This is an optimization exercise on Yosys and OpenROAD, whose aim is small area, not a production implementation. No run shown here included a check of the RTL's function; only the layout flow was run. Power is estimated from default activity; no workload was simulated.

### design/flow/config.mk
export PLATFORM = sky130hd
export DESIGN_NAME = clock
export DESIGN_NICKNAME = clock
export VERILOG_FILES = /design/flow/design.v
export SDC_FILE = /design/flow/constraint.sdc
export NUM_CORES = 4
export LEC_CHECK = 0
export CAP_MARGIN = 20
export CORE_MARGIN = 2
export CORE_UTILIZATION = 40
export PLACE_DENSITY = 0.6
export SLEW_MARGIN = 20
### design/flow/constraint.sdc
create_clock -name core_clock -period 10.0 [get_ports {clk}]
set_input_delay 2.0000 -clock core_clock [delete_from_list [all_inputs] [get_ports {clk}]]
set_output_delay 2.0000 -clock core_clock [all_outputs]
set_load 0.01 [all_outputs]
### design/flow/design.v
`timescale 1ns / 1ps
module clock
(
    input        clk,
    input        rst_n,
    input  [2:0] key,
    output reg   led,
    output [3:0] dig,
    output       dp,
    output [7:0] smg
);
reg  [3:0] scq;
wire [1:0] q  = scq[1:0];
wire [1:0] sc = scq[3:2];
reg  [2:0] u;       
reg  [4:0] w;       
reg        h;       
reg        run;     
wire q3   = (q == 2'd3);
wire u4   = u[2];
wire w24  = w[4] & w[3];
wire wrap = q3 & u4 & w24 & h;         
wire tick = wrap & run;                
wire e_key   = (q == 2'd2) & u4;       
wire e_press = q3 & (u == 3'd0);       
wire e_led   = (q == 2'd0) & u4 & w24;  
always @(posedge clk) begin
    if (!rst_n) begin
        scq <= 4'b0010;
        u   <= 3'd0;
        w   <= 5'd24;
        h   <= 1'b1;
        run <= 1'b0;
    end else begin
        scq <= scq + 1'b1;
        if (q3) begin
            u <= u4 ? 3'd0 : u + 1'b1;
            if (u4) begin
                w <= w24 ? 5'd0 : w + 1'b1;
                if (w24)
                    h <= ~h;
            end
        end
        if (wrap)
            run <= 1'b1;
    end
end
always @(posedge clk)
    led <= run & (e_led ? (~h & ~led) : (led & rst_n));
reg [2:0] key_s;
reg [2:0] prs;
always @(posedge clk) begin
    if (!rst_n) begin
        key_s <= 3'b111;
        prs   <= 3'b000;
    end else if (e_key) begin
        key_s <= key;
        prs   <= key_s & ~key;
    end
end
wire p_mode  = e_press & prs[0];
wire p_plus  = prs[1];
wire p_minus = prs[2];
reg [2:0] mode;
reg       pause;
reg [3:0] sec_l, sec_h;
reg [3:0] min_l;
reg [2:0] min_h;
reg [3:0] hour_l, hour_h;
reg [3:0] hdisp_l, hdisp_h;    
reg [5:0] sec_cnt;
wire m1 = (mode == 3'd1);
wire m2 = (mode == 3'd2);
wire m3 = (mode == 3'd3);
wire m4 = (mode == 3'd4);
wire m5 = (mode == 3'd5);
wire ed   = e_press & ~prs[0];       
wire cm   = tick & (sec_cnt == 6'd59);
wire ml9  = (min_l == 4'd9);
wire cmh  = cm & ml9;
wire ch   = cmh & (min_h == 3'd5);
wire hh2  = (hour_h == 4'd2);
reg [3:0] min_l_n, hour_l_n, hour_h_n;
reg [2:0] min_h_n;
reg [2:0] mode_n;
always @(*) begin
    min_l_n = min_l;
    if (ed & m1) begin
        if (p_plus & ml9)                 min_l_n = 4'd0;
        else if (p_minus & min_l == 4'd0) min_l_n = 4'd9;
        else if (p_plus)                  min_l_n = min_l + 1'b1;
        else if (p_minus)                 min_l_n = min_l - 1'b1;
    end else if (cm & ~m1)
        min_l_n = ml9 ? 4'd0 : min_l + 1'b1;
    min_h_n = min_h;
    if (ed & m2) begin
        if (p_plus & min_h == 3'd5)       min_h_n = 3'd0;
        else if (p_minus & min_h == 3'd0) min_h_n = 3'd5;
        else if (p_plus)                  min_h_n = min_h + 1'b1;
        else if (p_minus)                 min_h_n = min_h - 1'b1;
    end else if (cmh & ~m2)
        min_h_n = (min_h == 3'd5) ? 3'd0 : min_h + 1'b1;
    hour_l_n = hour_l;
    if (ed & m3) begin
        if (p_plus & ~hh2 & hour_l == 4'd9)       hour_l_n = 4'd0;
        else if (p_plus & hh2 & hour_l == 4'd3)   hour_l_n = 4'd0;
        else if (p_minus & ~hh2 & hour_l == 4'd0) hour_l_n = 4'd9;
        else if (p_minus & hh2 & hour_l == 4'd0)  hour_l_n = 4'd3;
        else if (p_plus)                          hour_l_n = hour_l + 1'b1;
        else if (p_minus)                         hour_l_n = hour_l - 1'b1;
    end else if (ch & ~m3) begin
        if ((~hh2 & hour_l == 4'd9) | (hh2 & hour_l == 4'd3))
            hour_l_n = 4'd0;
        else
            hour_l_n = hour_l + 1'b1;
    end
    hour_h_n = hour_h;
    if (ed & m4) begin
        if (p_plus & hh2)                  hour_h_n = 4'd0;
        else if (p_minus & hour_h == 4'd0) hour_h_n = 4'd2;
        else if (p_plus)                   hour_h_n = hour_h + 1'b1;
        else if (p_minus)                  hour_h_n = hour_h - 1'b1;
    end else if (ch & ~m4) begin
        if (hh2 & hour_l == 4'd3)
            hour_h_n = 4'd0;
        else if (hour_l == 4'd9)
            hour_h_n = hour_h + 1'b1;
    end
    mode_n = mode;
    if (p_mode)
        mode_n = m5 ? 3'd0 : mode + 1'b1;
end
always @(posedge clk) begin
    if (!rst_n) begin
        mode    <= 3'd0;
        pause   <= 1'b0;
        sec_l   <= 4'd0;
        sec_h   <= 4'd0;
        min_l   <= 4'd0;
        min_h   <= 3'd0;
        hour_l  <= 4'd0;
        hour_h  <= 4'd0;
        hdisp_l <= 4'd0;
        hdisp_h <= 4'd0;
        sec_cnt <= 6'd0;
    end else begin
        mode   <= mode_n;
        min_l  <= min_l_n;
        min_h  <= min_h_n;
        hour_l <= hour_l_n;
        hour_h <= hour_h_n;
        if (mode_n != 3'd5) begin
            hdisp_l <= hour_l_n;
            hdisp_h <= hour_h_n;
        end
        if (e_press)
            pause <= m5 & ~prs[0] & (pause ^ p_plus);
        if (tick)
            sec_cnt <= (sec_cnt == 6'd59) ? 6'd0 : sec_cnt + 1'b1;
        if (e_press & p_minus) begin
            sec_l <= 4'd0;
            sec_h <= 4'd0;
        end else if (tick & m5 & ~pause) begin
            sec_l <= (sec_l == 4'd9) ? 4'd0 : sec_l + 1'b1;
            if (sec_h == 4'd9)
                sec_h <= 4'd0;
            else if (sec_l == 4'd9)
                sec_h <= sec_h + 1'b1;
        end
    end
end
wire [1:0] dsel = sc - 1'b1;
reg  [3:0] val;
always @(*) begin
    case (dsel)
        2'd0: val = hdisp_h;
        2'd1: val = hdisp_l;
        2'd2: val = m5 ? sec_h : {1'b0, min_h};
        default: val = m5 ? sec_l : min_l;
    endcase
end
reg [6:0] seg;
always @(*) begin
    case (val)
        4'd0: seg = 7'h3f;
        4'd1: seg = 7'h06;
        4'd2: seg = 7'h5b;
        4'd3: seg = 7'h4f;
        4'd4: seg = 7'h66;
        4'd5: seg = 7'h6d;
        4'd6: seg = 7'h7d;
        4'd7: seg = 7'h07;
        4'd8: seg = 7'h7f;
        4'd9: seg = 7'h6f;
        default: seg = 7'h00;
    endcase
end
assign smg = {run, ~seg[6] & run, ~seg[5:0]};
assign dp  = m5;
wire blink = ~h & ((m4 & dsel == 2'd0) | (m3 & dsel == 2'd1) |
                   (m2 & dsel == 2'd2) | (m1 & dsel == 2'd3));
wire blank = ~run | blink | (m5 & ~dsel[1]);
assign dig = blank ? 4'b0000 : (4'b0001 << dsel);
endmodule
### design/flow/run.sh
#!/bin/bash
# synth_recipe.tcl (not shown) runs the flow's synth.tcl, then flattens the netlist and writes it again
# the make line also repeats each setting of config.mk as NAME=value (left out here)
make -C /OpenROAD-flow-scripts/flow DESIGN_CONFIG=/design/flow/config.mk WORK_HOME=/design/flow/orfs CLKGATE_MAP_FILE= SYNTH_SCRIPT=/design/flow/synth_recipe.tcl finish
==> summary.txt, run 1 <==
- Net count after synthesis: 571
- Final HPWL from detailed placement: 8350 um
- Port bufs: 18
- Total count of hold-check failures in the final report: 0
- Area fraction in compound gates after synthesis: 22.3%
- Destination of the worst register-to-register timing path: hdisp_h[0]$_SDFFE_PN0P_
- Area of the die: 0.0119 mm^2
- Effective utilization at floorplan: 40.8%
- Diode insertion count for antenna repair: 0
- GR Layer Usage met2: 33.7%
- Routed wire length per instance: 16.5 um
- Largest family of logic cells by synthesized area: simple AND/OR/NAND/NOR gates
- Global routing usage on met1: 25.2%
- Hold_buf cts: 0
- Post-synthesis share of cell area spent on xor and xnor gates: 3.19%
- Number of global-route vias before repair: 3910
- Total I/O pin count: 19
- WS Path Type: flop to primary output
- Prevailing post-synth register cell: dfxtp_1
- Type of the worst min-delay path: flop to flop
- Core Area: 0.0108 mm^2
- Most congested layer reported by global routing: met2
- Worst hold stages: 2
- Peak supply drop: 0.124 mV
- Worst rel slew slack: 29.3%
- Worst-margin pin slew: 1.06 ns
- Fraction of layout cells with a size suffix above 1: 6.11%
- Via total after detailed routing: 4010
- Final routed wirelength across all metal layers: 11200 um
- Post-synth top cells: 62 x dfxtp_1, 42 x nor2_1, 33 x a21oi_1, 33 x ha_1, 32 x nand2_1
- Layout net count: 573
- Global route overflow: 0
- Post-Route Setup TNS: 0 ns
- Slew Viols, Final: 0
- Hold wc startpoint: key_s[2]$_SDFFE_PN1P_
- Min cycle time layout: 5.28 ns
- Cell count after synthesis: 533
- Data arrival, critical path: 3.28 ns
- Share of Yosys cell area claimed by the top area cell type: 28.2%
- Minimum setup slack among reg-to-reg paths: 7.32 ns
- Required time of the critical path: 8.00 ns
- Most common cell in the netlist: dfxtp_1
- Share of cell area taken by muxes after synthesis: 3.27%
- Post-synthesis sequential element count: 62
- Most area-hungry cell type in the Yosys netlist: dfxtp_1
- Horiz. Die Dim: 109 um
- Fin Clk Skew: 0.0107 ns
- Maximum number of pins on one net before global-route repair: 35
- Clock tree from TritonCTS: yes
- Sinks on Clock Net: 62
- Netlist cell types: 81
- P_leak: 1.79 nW
- Number of antenna violations at the first check in global routing: 0
- Number of enable-type register cells in the synthesized netlist: 0
- Clock transition at path regs: 0.07 ns
- 1st-pass router iterations: 5
- Run status: finished clean
- Violation count after the first detailed-routing iteration: 365
- Number of buffers added by the clock tree synthesis step: 9
- Simple logic cell fraction of the synthesized area: 27.6%
- Post-synthesis area per instance: 8.25 um^2
- Cell types with the largest area share after synthesis: dfxtp_1 28%, ha_1 9.4%, a21oi_1 3.8%, nor2_1 3.6%, nand3_1 3.1%
- Remaining antenna violation count: 0
- Endpoint, Worst Hold: key_s[2]$_SDFFE_PN1P_
- Global router's overall resource usage: 20.0%
- Origin of the critical flop-to-flop path: scq[1]$_SDFF_PN1_
- Area added between synthesis and finish: 9.78%
- Largest driver fanout on the critical path: 13
- Combined area of all synthesized cells: 0.00440 mm^2
- Fraction of the yosys area taken by sequential cells: 28.2%
- Resized cells post-CTS: 0
- Non-Filler Cell Area, Final: 0.00483 mm^2
- Maximum capacitance violations: 0
- Power density of the placed cells: 120 mW/mm^2
- Site row count: 38
- Cell Area, Placed: 0.00461 mm^2
- F_max: 189 MHz
- Wire length of the first global-routing pass: 18800 um
- Number of levels the H-tree was split into: 3
- # setup viols final: 0
- Number of warnings issued by yosys: 1
- Post-CTS setup-driven buffer insertion count: 0
- Routed vias/inst: 5.90
- Remaining design rule violation count: 0
- Maximum count of clock buffers along a single path: 2
- RSZ-0062 raised after global routing: false
- Height of the die: 109 um
- Cell depth of the worst flop-to-flop path: 6
- Clock tree root driver cell: clkbuf_8
- Source of the critical timing path: mode[0]$_SDFF_PN0_
- Type of element capturing the critical path: primary output
- Routability cong.: 0.921
- Nature of the critical path startpoint: flop
- Synth Area in Adders: 9.39%
- Final period utilization: 52.8%
- Clock insertion delay at the later pin of the skew report: 0.34 ns
- Share of synthesized flip-flops with an asynchronous set or reset: 0%
- Met3 routing resource usage after global routing: 4.78%
[cells by family after synthesis]
| family | after synthesis |
|---|---|
| buffers and inverters | 60 |
| and+or+nand+nor | 203 |
| adders and majority gates | 33 |
| xor gates and xnor gates | 16 |
| muxes | 14 |
| DFF | 62 |
| AOI/OAI and AO/OA | 145 |
[routing by layer]
metal,vias up,routed length (um)
met2,87,5450
met3,22,430
met1,1931,5160
met4,0,179
li1,1970,-
met5,-,0
[how the worst max path moves through the flow]
stage | endpoint | slack, ns | cells after the start
floorplan | smg[1] | 5.88 | 9
global placement | smg[1] | 5.18 | 9
detailed placement | smg[1] | 5.09 | 9
CTS | smg[1] | 4.72 | 9
global route | smg[1] | 4.48 | 9
finish | smg[1] | 4.72 | 9
[power by group]
group	internal (mW)	switching, mW	total [mW]	leakage [nW]
Clock	0.147	0.0973	0.244	0.110
Sequential	0.250	0.00305	0.253	0.501
Combinational	0.0367	0.0456	0.0823	1.18
Total	0.433	0.146	0.579	1.79
[cell usage in the layout (no fill, tap or decap), types with 4 or more instances in the layout]
cell,Yosys,routed
a211oi_1,4,4
a21boi_0,4,4
a21boi_1,5,5
a21oi_1,33,33
a221oi_1,5,5
a311oi_1,4,4
a31oi_1,8,8
and2_1,10,10
and3_1,8,8
clkbuf_8,0,10
clkdlybuf4s50_1,0,18
dfxtp_1,62,62
ha_1,33,33
inv_1,31,31
mux2i_1,11,11
nand2_1,32,32
nand3_1,27,27
nand3b_1,9,9
nor2_1,42,42
nor2b_1,11,11
nor3_1,14,14
nor3b_1,5,5
nor4_1,5,5
o211ai_1,5,5
o21ai_0,25,25
o21ai_1,8,8
or3_1,6,6
xnor2_1,12,12
xor2_1,4,4
[metrics by stage]
stage / util (%) / power, mW / cells / hold slack (ns) / setup WS [ns]
3_3_place_gp: 42.8 / 0.339 / 664 / 0.440 / 5.18
5_1_grt: 44.7 / 0.608 / 680 / 0.496 / 4.48
4_1_cts: 44.7 / 0.586 / 680 / 0.470 / 4.72
2_1_floorplan: - / 0.311 / 533 / 0.430 / 5.88
3_5_place_dp: 42.8 / 0.340 / 664 / 0.452 / 5.09
6_report: 44.7 / 0.579 / 680 / 0.467 / 4.72
[cell type report]
class	count	area, um^2
clock buffers	12	145
flip-flops and latches	62	1240
multi-input cells	411	2890
inverters	32	120
well taps	140	175
clock inverters	4	70.1
fillers	1054	5960
repair buffers	19	188
[critical path, stage by stage, from the launching register on]
cell and delay (ns):
dfxtp_1 0.60, nand3b_4 0.17, inv_2 0.23, mux2_1 0.36
a21oi_1 0.31, nor2_1 0.15, ha_1 0.31, and2_1 0.13
o21ai_0 0.13, clkdlybuf4s50_1 0.55
[state kept, by name (all words and copies together), names as in the netlist]
| name | cells |
|---|---|
| sec_h | 4 |
| h | 1 |
| scq | 4 |
| prs | 3 |
| pause | 1 |
| min_h | 3 |
| sec_cnt | 6 |
| u | 3 |
| mode | 3 |
| hour_h | 4 |
| min_l | 4 |
| hdisp_h | 4 |
| hour_l | 4 |
| sec_l | 4 |
| w | 5 |
| key_s | 3 |
| led | 1 |
| hdisp_l | 4 |
| run | 1 |
==> inputs of run 2 (changes only) <==
--- a/design/flow/config.mk
+++ b/design/flow/config.mk
@@ -6,7 +6,11 @@
 export NUM_CORES = 4
 export LEC_CHECK = 0
+export ABC_AREA = 1
 export CAP_MARGIN = 20
 export CORE_MARGIN = 2
-export CORE_UTILIZATION = 40
-export PLACE_DENSITY = 0.6
+export CORE_UTILIZATION = 65
+export CTS_BUF_LIST = sky130_fd_sc_hd__clkbuf_4
+export CTS_CLUSTER_DIAMETER = 100
+export CTS_CLUSTER_SIZE = 40
+export PLACE_DENSITY = 0.8
 export SLEW_MARGIN = 20
==> run 2 against run 1 <==
Against the previous run: clock skew increased by 0.0030 ns; worst hold slack gained 0.017 ns; setup slack better by 0.28 ns; via count increased by 2.1%; total power fell by 21%; design area fell by 5.3%; largest cell class unchanged; largest power group unchanged; highest routed layer unchanged.
==> summary.txt, run 2 <==
- Final period utilization: 50.0% (-2.8 points)
- Wire length of the first global-routing pass: 17200 um (-8.3%)
- Area added between synthesis and finish: 6.50%
- Post-CTS setup-driven buffer insertion count: 0 (unchanged)
- Cell count after synthesis: 630 (+18%)
- Routed vias/inst: 5.64 (-4.4%)
- Area of the die: 0.00727 mm^2 (-39%)
- # setup viols final: 0 (unchanged)
- Run status: finished clean
- Core Area: 0.00639 mm^2 (-41%)
- Worst hold stages: 1 (-1)
- Largest driver fanout on the critical path: 5 (-8)
- Maximum capacitance violations: 0 (unchanged)
- Sinks on Clock Net: 62 (unchanged)
- Share of synthesized flip-flops with an asynchronous set or reset: 0% (unchanged)
- Global route overflow: 0 (unchanged)
- Cell Int Power: 322 uW (-26%)
- Clock insertion delay at the later pin of the skew report: 0.42 ns (+0.08 ns)
- Hold_buf cts: 0 (unchanged)
- Cell types with the largest area share after synthesis: dfxtp_1 29%, nand2_1 12%, ha_1 9.6%, inv_1 8.7%, a21oi_1 5.8%
- Net Sw Power: 136 uW (-7.0%)
- F_max: 200 MHz (+5.6%)
- Number of levels the H-tree was split into: 3 (unchanged)
- Worst rel slew slack: 42.7% (+13 points)
- Type of the worst min-delay path: flop to flop
- Register with the most flip-flops: sec_cnt
- Remaining antenna violation count: 0 (unchanged)
- Resized cells post-CTS: 0 (unchanged)
- Maximum count of clock buffers along a single path: 2 (unchanged)
- Prevailing post-synth register cell: dfxtp_1
- Max FFs per register: 6 (unchanged)
- Combinational share of power: 11.5% (-2.7 points)
- Maximum number of pins on one net before global-route repair: 29 (-17%)
- Slew Viols, Final: 0 (unchanged)
- Switching share of power: 29.7% (+4.5 points)
- Origin of the critical flop-to-flop path: scq[0]$_SDFF_PN0_
- Largest registers: sec_cnt: 6 flops, w: 5 flops
- Total I/O pin count: 19 (unchanged)
- WS Path Type: flop to primary output
- Destination of the worst register-to-register timing path: sec_h[1]$_SDFFE_PP0P_
- Placed cell count: 710 (+6.9%)
- Diode insertion count for antenna repair: 0 (unchanged)
- Post-synthesis area per instance: 6.82 um^2 (-17%)
- Met1 Routed Length: 4650 um (-9.8%)
- Minimum setup slack among reg-to-reg paths: 7.59 ns (+0.27 ns)
- Most common library cell in the layout ignoring fill and taps: nand2_1
- Power share of the sequential group: 54.9% (+11 points)
- Final HPWL from detailed placement: 7380 um (-12%)
- Number of global-route vias before repair: 3904 (-0.15%)
- Post-synthesis sequential element count: 62 (unchanged)
- Clock tree root driver cell: clkbuf_4
- Most used cells in the layout excluding fill and tap cells: 134 x nand2_1, 100 x inv_1, 62 x dfxtp_1
- Highest signal layer in the routed design: met4
- Effective utilization at floorplan: 67.2% (+26 points)
- Violation count after the first detailed-routing iteration: 219 (-40%)
- WHS: 0.484 ns (+0.0172 ns)
- Port bufs: 18 (unchanged)
- Routed wire length per instance: 13.7 um (-17%)
- Hold wc startpoint: scq[0]$_SDFF_PN0_
- Height of the die: 85.3 um (-22%)
- Post-Route Setup TNS: 0 ns (unchanged)
- Number of antenna violations at the first check in global routing: 0 (unchanged)
- Remaining design rule violation count: 0 (unchanged)
- Fraction of power consumed by the clock network: 33.6% (-8.5 points)
- Fraction of the yosys area taken by sequential cells: 28.9% (+0.69 points)
- Met2 WL: 4650 um (-15%)
- Site row count: 29 (-24%)
- Peak supply drop: 0.0943 mV (-24%)
- Post-synth top cells: 134 x nand2_1, 100 x inv_1, 62 x dfxtp_1
- Most area-hungry cell type in the Yosys netlist: dfxtp_1
- Layout net count: 682 (+19%)
- Most common cell in the netlist: nand2_1
- Type of element capturing the critical path: primary output
- Final routed wirelength across all metal layers: 9950 um (-11%)
- 1st-pass router iterations: 5 (unchanged)
- Share of Yosys cell area claimed by the top area cell type: 28.9% (+0.69 points)
- Nature of the critical path startpoint: flop
- Clock tree from TritonCTS: yes
- Clock transition at path regs: 0.12 ns (+0.05 ns)
- Net count after synthesis: 668 (+17%)
- Data arrival, critical path: 3.00 ns (-0.28 ns)
- Horiz. Die Dim: 85.3 um (-22%)
- Routability cong.: 0.918 (-0.25%)
- Required time of the critical path: 8.00 ns (about the same)
- Number of enable-type register cells in the synthesized netlist: 0 (unchanged)
- Combined area of all synthesized cells: 0.00429 mm^2 (-2.4%)
- Via total after detailed routing: 4093 (+2.1%)
- Min cycle time layout: 5.00 ns (-0.282 ns)
- P_leak: 2.05 nW (+15%)
- Fill count: 566 (-46%)
- Worst-margin pin slew: 0.858 ns (-0.203 ns)
- Netlist cell types: 48 (-41%)
- Power density of the placed cells: 100 mW/mm^2 (-17%)
- Number of buffers added by the clock tree synthesis step: 9 (unchanged)
- Met3 routed WL: 507 um (+18%)
- Number of warnings issued by yosys: 1 (unchanged)
- Post-route non-filler standard cell count: 726 (+6.8%)
- Global router's overall resource usage: 29.1% (+9.1 points)
- Fin Clk Skew: 0.0138 ns (+0.00304 ns)
- Endpoint, Worst Hold: scq[0]$_SDFF_PN0_
- Total count of hold-check failures in the final report: 0 (unchanged)
- Cell depth of the worst flop-to-flop path: 8 (+2)
- RSZ-0062 raised after global routing: false
- Fraction of layout cells with a size suffix above 1: 5.24% (-0.87 points)
-- run 2: cell count changes after synthesis, moves of 10 or more --
cell / before / now
mux2i_1: 11 / 0
nand2_1: 32 / 134
inv_1: 31 / 100
nand3_1: 27 / 48
nor2b_1: 11 / 0
nand4_1: 2 / 16
a21oi_1: 33 / 50
and2_1: 10 / 0
o21ai_0: 25 / 50
-- run 2: power groups by stage --
stage                     Sequential (mW)  Combinational [mW]  Clock, mW
after CTS                           0.251              0.0527      0.158
final                               0.251              0.0527      0.154
after floorplan                     0.256              0.0343          0
after global placement              0.257              0.0506          0
after detailed placement            0.257              0.0520          0
after global routing                0.252              0.0593      0.168
-- run 2: worst max-delay path by stage --
stage                       start  endpoint  slack, ns  depth (start not counted)
4_1_cts         scq[2]$_SDFF_PN0_    smg[3]       4.98                         12
6_report        scq[2]$_SDFF_PN0_    smg[3]       5.00                         12
2_1_floorplan  mode[2]$_SDFF_PN0_    smg[1]       6.17                          8
3_3_place_gp    scq[2]$_SDFF_PN0_    smg[3]       5.65                         12
5_1_grt         scq[2]$_SDFF_PN0_    smg[3]       4.77                         12
3_5_place_dp    scq[2]$_SDFF_PN0_    smg[3]       5.46                         12
-- run 2: metrics by stage --
| step | setup slack (ns) | power, mW | utilization [%] | instance area [um^2] |
|---|---|---|---|---|
| final | 5.00 | 0.458 | 71.6 | 4570 |
| after CTS | 4.98 | 0.462 | 71.6 | 4570 |
| after floorplan | 6.17 | 0.291 | - | 4290 |
| after global placement | 5.65 | 0.307 | 69.8 | 4460 |
| after detailed placement | 5.46 | 0.309 | 69.8 | 4460 |
| after global routing | 4.77 | 0.479 | 71.6 | 4570 |
-- run 2: cells by family (layout without fill, tap and decap cells) --
| group | Yosys count | count (layout) | share of synthesized area [%] |
|---|---|---|---|
| buf+inv | 117 | 136 | 11.7 |
| xor+xnor | 13 | 13 | 2.65 |
| fa+ha+maj | 33 | 33 | 9.62 |
| simple gates | 277 | 277 | 30.4 |
| compound gates | 128 | 128 | 16.8 |
| flops | 62 | 62 | 28.9 |
-- run 2: final cells by class --
type                       instances  area [um^2]  area share, %
clock inverter                     7         50.0           1.09
inverter                         101          379           8.29
tap                               77         96.3           2.11
sequential                        62         1240           27.1
multi-input combinational        451         2550           55.8
clock buffer                       9         67.6           1.48
timing repair buffer              19          188           4.10
-- run 2: metal layers --
metal,global-route usage (%),vias up
met1,37.4,1868
met2,49.4,105
li1,-,2102
met3,5.35,18
met4,9.38,0
met5,0,-
-- run 2: worst max-delay path, stage by stage (launching register included) --
cell and delay (ns):
dfxtp_1 0.41, inv_1 0.12, ha_1 0.26, inv_1 0.14, nand3_1 0.11, o21bai_1 0.34
inv_1 0.14, ha_1 0.31, nand2_1 0.05, nand2_1 0.07, nand2_1 0.04, nand2_1 0.06
clkdlybuf4s50_1 0.53
==> inputs of run 3 (changes only) <==
==> design/flow/config.mk (replaced) <==
export PLATFORM = sky130hd
export DESIGN_NAME = clock
export DESIGN_NICKNAME = clock
export VERILOG_FILES = /design/flow/design.v
export SDC_FILE = /design/flow/constraint.sdc
export NUM_CORES = 4
export LEC_CHECK = 0
export ABC_AREA = 1
export CAP_MARGIN = 20
export CORE_MARGIN = 2
export CORE_UTILIZATION = 55
export CTS_BUF_LIST = sky130_fd_sc_hd__clkbuf_8
export CTS_CLUSTER_DIAMETER = 200
export CTS_CLUSTER_SIZE = 64
export PLACE_DENSITY = 0.7
export SLEW_MARGIN = 20
==> run 3 against run 2 <==
Against the previous run: still clean; non-clock buffer count unchanged; utilization is 11 points lower; die area grew 17%; final cell count grew 3.4%; total power grew 11%; combinational power about the same; clock power up 34%; register-to-register slack got worse by 0.03 ns; worst hold slack got worse by 0.010 ns; critical path type unchanged; highest routed layer unchanged.
==> summary.txt, run 3 <==
- Horiz. Die Dim: 92.4 um (+8.3%)
- Routed wire length per instance: 13.3 um (-3.3%)
- Fin Clk Skew: 0.00640 ns (-0.00736 ns)
- Layout net count: 682 (unchanged)
- Largest driver fanout on the critical path: 5 (unchanged)
- Post-Route Setup TNS: 0 ns (unchanged)
- Min cycle time layout: 4.85 ns (-0.150 ns)
- Most common cell in the netlist: nand2_1
- P_leak: 2.09 nW (+1.9%)
- Remaining antenna violation count: 0 (unchanged)
- Netlist cell types: 48 (unchanged)
- Post-synthesis area per instance: 6.82 um^2 (unchanged)
- Max incr delay on CP: 0.53 ns (about the same)
- Area of the die: 0.00853 mm^2 (+17%)
- Worst rel slew slack: 40.8% (-1.9 points)
- Final HPWL from detailed placement: 7290 um (-1.2%)
- Share of Yosys cell area claimed by the top area cell type: 28.9% (unchanged)
- Fraction of the yosys area taken by sequential cells: 28.9% (unchanged)
- Site row count: 32 (+10%)
- Most common library cell in the layout ignoring fill and taps: nand2_1
- Power density of the placed cells: 109 mW/mm^2 (+9.0%)
- Post-CTS setup-driven buffer insertion count: 0 (unchanged)
- Total count of hold-check failures in the final report: 0 (unchanged)
- Sequence of cells on the critical path: inv_1 > ha_1 > inv_1 > nand3_1 > o21bai_1 > inv_1 > ha_1 > nand2_1 > nand2_1 > nand2_1 > nand2_1 > clkdlybuf4s50_1
- Clock insertion delay at the later pin of the skew report: 0.34 ns (-0.08 ns)
- Cell types with the largest area share after synthesis: dfxtp_1 29%, nand2_1 12%, ha_1 9.6%, inv_1 8.7%, a21oi_1 5.8%
- Largest registers: sec_cnt: 6 flops, w: 5 flops
- Cell count after synthesis: 630 (unchanged)
- Port bufs: 18 (unchanged)
- Total I/O pin count: 19 (unchanged)
- Post-synthesis sequential element count: 62 (unchanged)
- Combined area of all synthesized cells: 0.00429 mm^2 (unchanged)
- Max FFs per register: 6 (unchanged)
- Diode insertion count for antenna repair: 0 (unchanged)
- Slowest cell on crit path: clkdlybuf4s50_1
- Global route overflow: 0 (unchanged)
- Data arrival, critical path: 2.85 ns (-0.15 ns)
- Number of enable-type register cells in the synthesized netlist: 0 (unchanged)
- Core Area: 0.00765 mm^2 (+20%)
- Peak supply drop: 0.0691 mV (-27%)
- Routability cong.: 0.923 (+0.47%)
- Placement-stage worst setup slack: 5.53 ns (+0.0663 ns)
- RSZ-0062 raised after global routing: false
- Violation count after the first detailed-routing iteration: 261 (+19%)
- Hold_buf cts: 0 (unchanged)
- Required time of the critical path: 8.00 ns (about the same)
- Maximum number of pins on one net before global-route repair: 29 (unchanged)
- Cell Area, Placed: 0.00449 mm^2 (+0.70%)
- Slew Viols, Final: 0 (unchanged)
- Clock transition at path regs: 0.06 ns (-0.06 ns)
- Global router's overall resource usage: 24.8% (-4.3 points)
- Crit path top cell by count: nand2_1
- Maximum count of clock buffers along a single path: 2 (unchanged)
- Remaining design rule violation count: 0 (unchanged)
- Number of levels the H-tree was split into: 3 (unchanged)
- Total power draw: 510 uW (+11%)
- Clock tree from TritonCTS: yes
- Most used cells in the layout excluding fill and tap cells: 134 x nand2_1, 101 x inv_1, 62 x dfxtp_1
- Prevailing post-synth register cell: dfxtp_1
- Type of the worst min-delay path: flop to flop
- Non-Filler Cell Area, Final: 0.00467 mm^2 (+2.2%)
- Wire length of the first global-routing pass: 17100 um (-1.0%)
- Type of element capturing the critical path: primary output
- WS Path Type: flop to primary output
- Most area-hungry cell type in the Yosys netlist: dfxtp_1
- Via total after detailed routing: 4003 (-2.2%)
- Net count after synthesis: 668 (unchanged)
- F_max: 206 MHz (+3.1%)
- Number of warnings issued by yosys: 1 (unchanged)
- Post-layout worst setup margin: 5.15 ns (+0.150 ns)
- Run status: finished clean
- Worst-margin pin slew: 0.879 ns (+0.0209 ns)
- Post-synth top cells: 134 x nand2_1, 100 x inv_1, 62 x dfxtp_1
- Number of buffers added by the clock tree synthesis step: 9 (unchanged)
- # setup viols final: 0 (unchanged)
- Resized cells post-CTS: 0 (unchanged)
- Final routed wirelength across all metal layers: 9950 um (about the same)
- Share of synthesized flip-flops with an asynchronous set or reset: 0% (unchanged)
- 1st-pass router iterations: 4 (-1)
- Number of global-route vias before repair: 3774 (-3.3%)
- Sinks on Clock Net: 62 (unchanged)
- Register with the most flip-flops: sec_cnt
- Clock tree root driver cell: clkbuf_8
- Number of antenna violations at the first check in global routing: 0 (unchanged)
- Height of the die: 92.4 um (+8.3%)
- Area added between synthesis and finish: 8.83%
- Routed vias/inst: 5.33 (-5.5%)
- Maximum capacitance violations: 0 (unchanged)
- Final period utilization: 48.5% (-1.5 points)
- Effective utilization at floorplan: 56.2% (-11 points)
- Fraction of layout cells with a size suffix above 1: 5.24% (unchanged)
- Nature of the critical path startpoint: flop
==> run 3: cell count changes in the layout (fill, tap and decap cells not counted), sizes merged <==
cell and delta:
clkinv -2, clkinvlp -1, clkbuf +3
==> run 3: final cells by class <==
class / count / area [um^2]
clock inverters: 4 / 21.3
clock buffers: 12 / 165
repair buffers: 19 / 188
well taps: 102 / 128
fillers: 721 / 2970
flip-flops and latches: 62 / 1240
inverters: 101 / 379
multi-input cells: 451 / 2550
==> run 3: final timing paths <==
kind                           from                    end  slack [ns]  cells past startpoint
hold / removal    scq[0]$_SDFF_PN0_      scq[0]$_SDFF_PN0_        0.47                      1
setup / recovery  scq[2]$_SDFF_PN0_                 smg[3]        5.15                     12
hold reg to reg   scq[0]$_SDFF_PN0_      scq[0]$_SDFF_PN0_        0.47                      1
setup reg to reg  scq[1]$_SDFF_PN1_  sec_h[1]$_SDFFE_PP0P_        7.56                      8
==> run 3: per-stage QoR <==
stage	hold slack (ns)	instances	util, %
3_3_place_gp	0.456	735	58.7
3_5_place_dp	0.465	735	58.7
6_report	0.474	751	61.1
4_1_cts	0.481	751	61.1
5_1_grt	0.503	751	61.1
2_1_floorplan	0.430	630	-
==> run 3: logic make-up after synthesis <==
kind of cell / Yosys count / synth area share, %
buffers and inverters: 117 / 11.7
and+or+nand+nor: 277 / 30.4
adders and majority gates: 33 / 9.62
AOI/OAI and AO/OA: 128 / 16.8
DFF: 62 / 28.9
xor gates and xnor gates: 13 / 2.65
==> run 3: critical path, delay by kind of cell (launching register included) <==
| family | cells | cell delay, ns |
|---|---|---|
| fa+ha+maj | 2 | 0.57 |
| buf+inv | 4 | 0.90 |
| flops | 1 | 0.39 |
| simple gates | 5 | 0.31 |
| compound gates | 1 | 0.33 |
==> run 3: power by group <==
part | switching [mW] | total, mW | internal, mW
clock | 0.0974 | 0.206 | 0.108
combinational | 0.0309 | 0.0526 | 0.0217
sequential | 0.00233 | 0.251 | 0.249
==> run 3: metal layers <==
layer / track usage [%] / routed length (um) / vias to the layer above
li1: - / - / 2101
met1: 31.7 / 4750 / 1806
met2: 42.0 / 4610 / 81
met3: 4.96 / 442 / 15
met4: 8.33 / 155 / 0
met5: 0 / 0 / -

==> static timing again, ports no longer ideal <==
No port has a modelled driver above. Below, the same layouts with a new extraction and two added sets of constraints. Step 1 assumes that a clkbuf_16 drives the clock port and a buf_2 every other input. Step 2 adds t to the input delays and takes it off the output delays; t is the mean of the earliest and latest rising clock arrival at the registers after step 1. Input paths then give back, and output paths get back, about the clock's delay inside the block. a / b / c = ideal ports / drivers / drivers and shift; a / b = the first two.
| run | t, ns | slack for setup (ns) | hold WS [ns] |
|---|---|---|---|
| run 1 | 0.362 | 4.720 / 4.689 / 5.052 | 0.467 / 0.467 / 0.467 |
| run 2 | 0.447 | 5.001 / 4.970 / 5.417 | 0.484 / 0.484 / 0.484 |
| run 3 | 0.369 | 5.152 / 5.121 / 5.490 | 0.474 / 0.474 / 0.474 |
After both steps setup and hold are still met in every run listed.
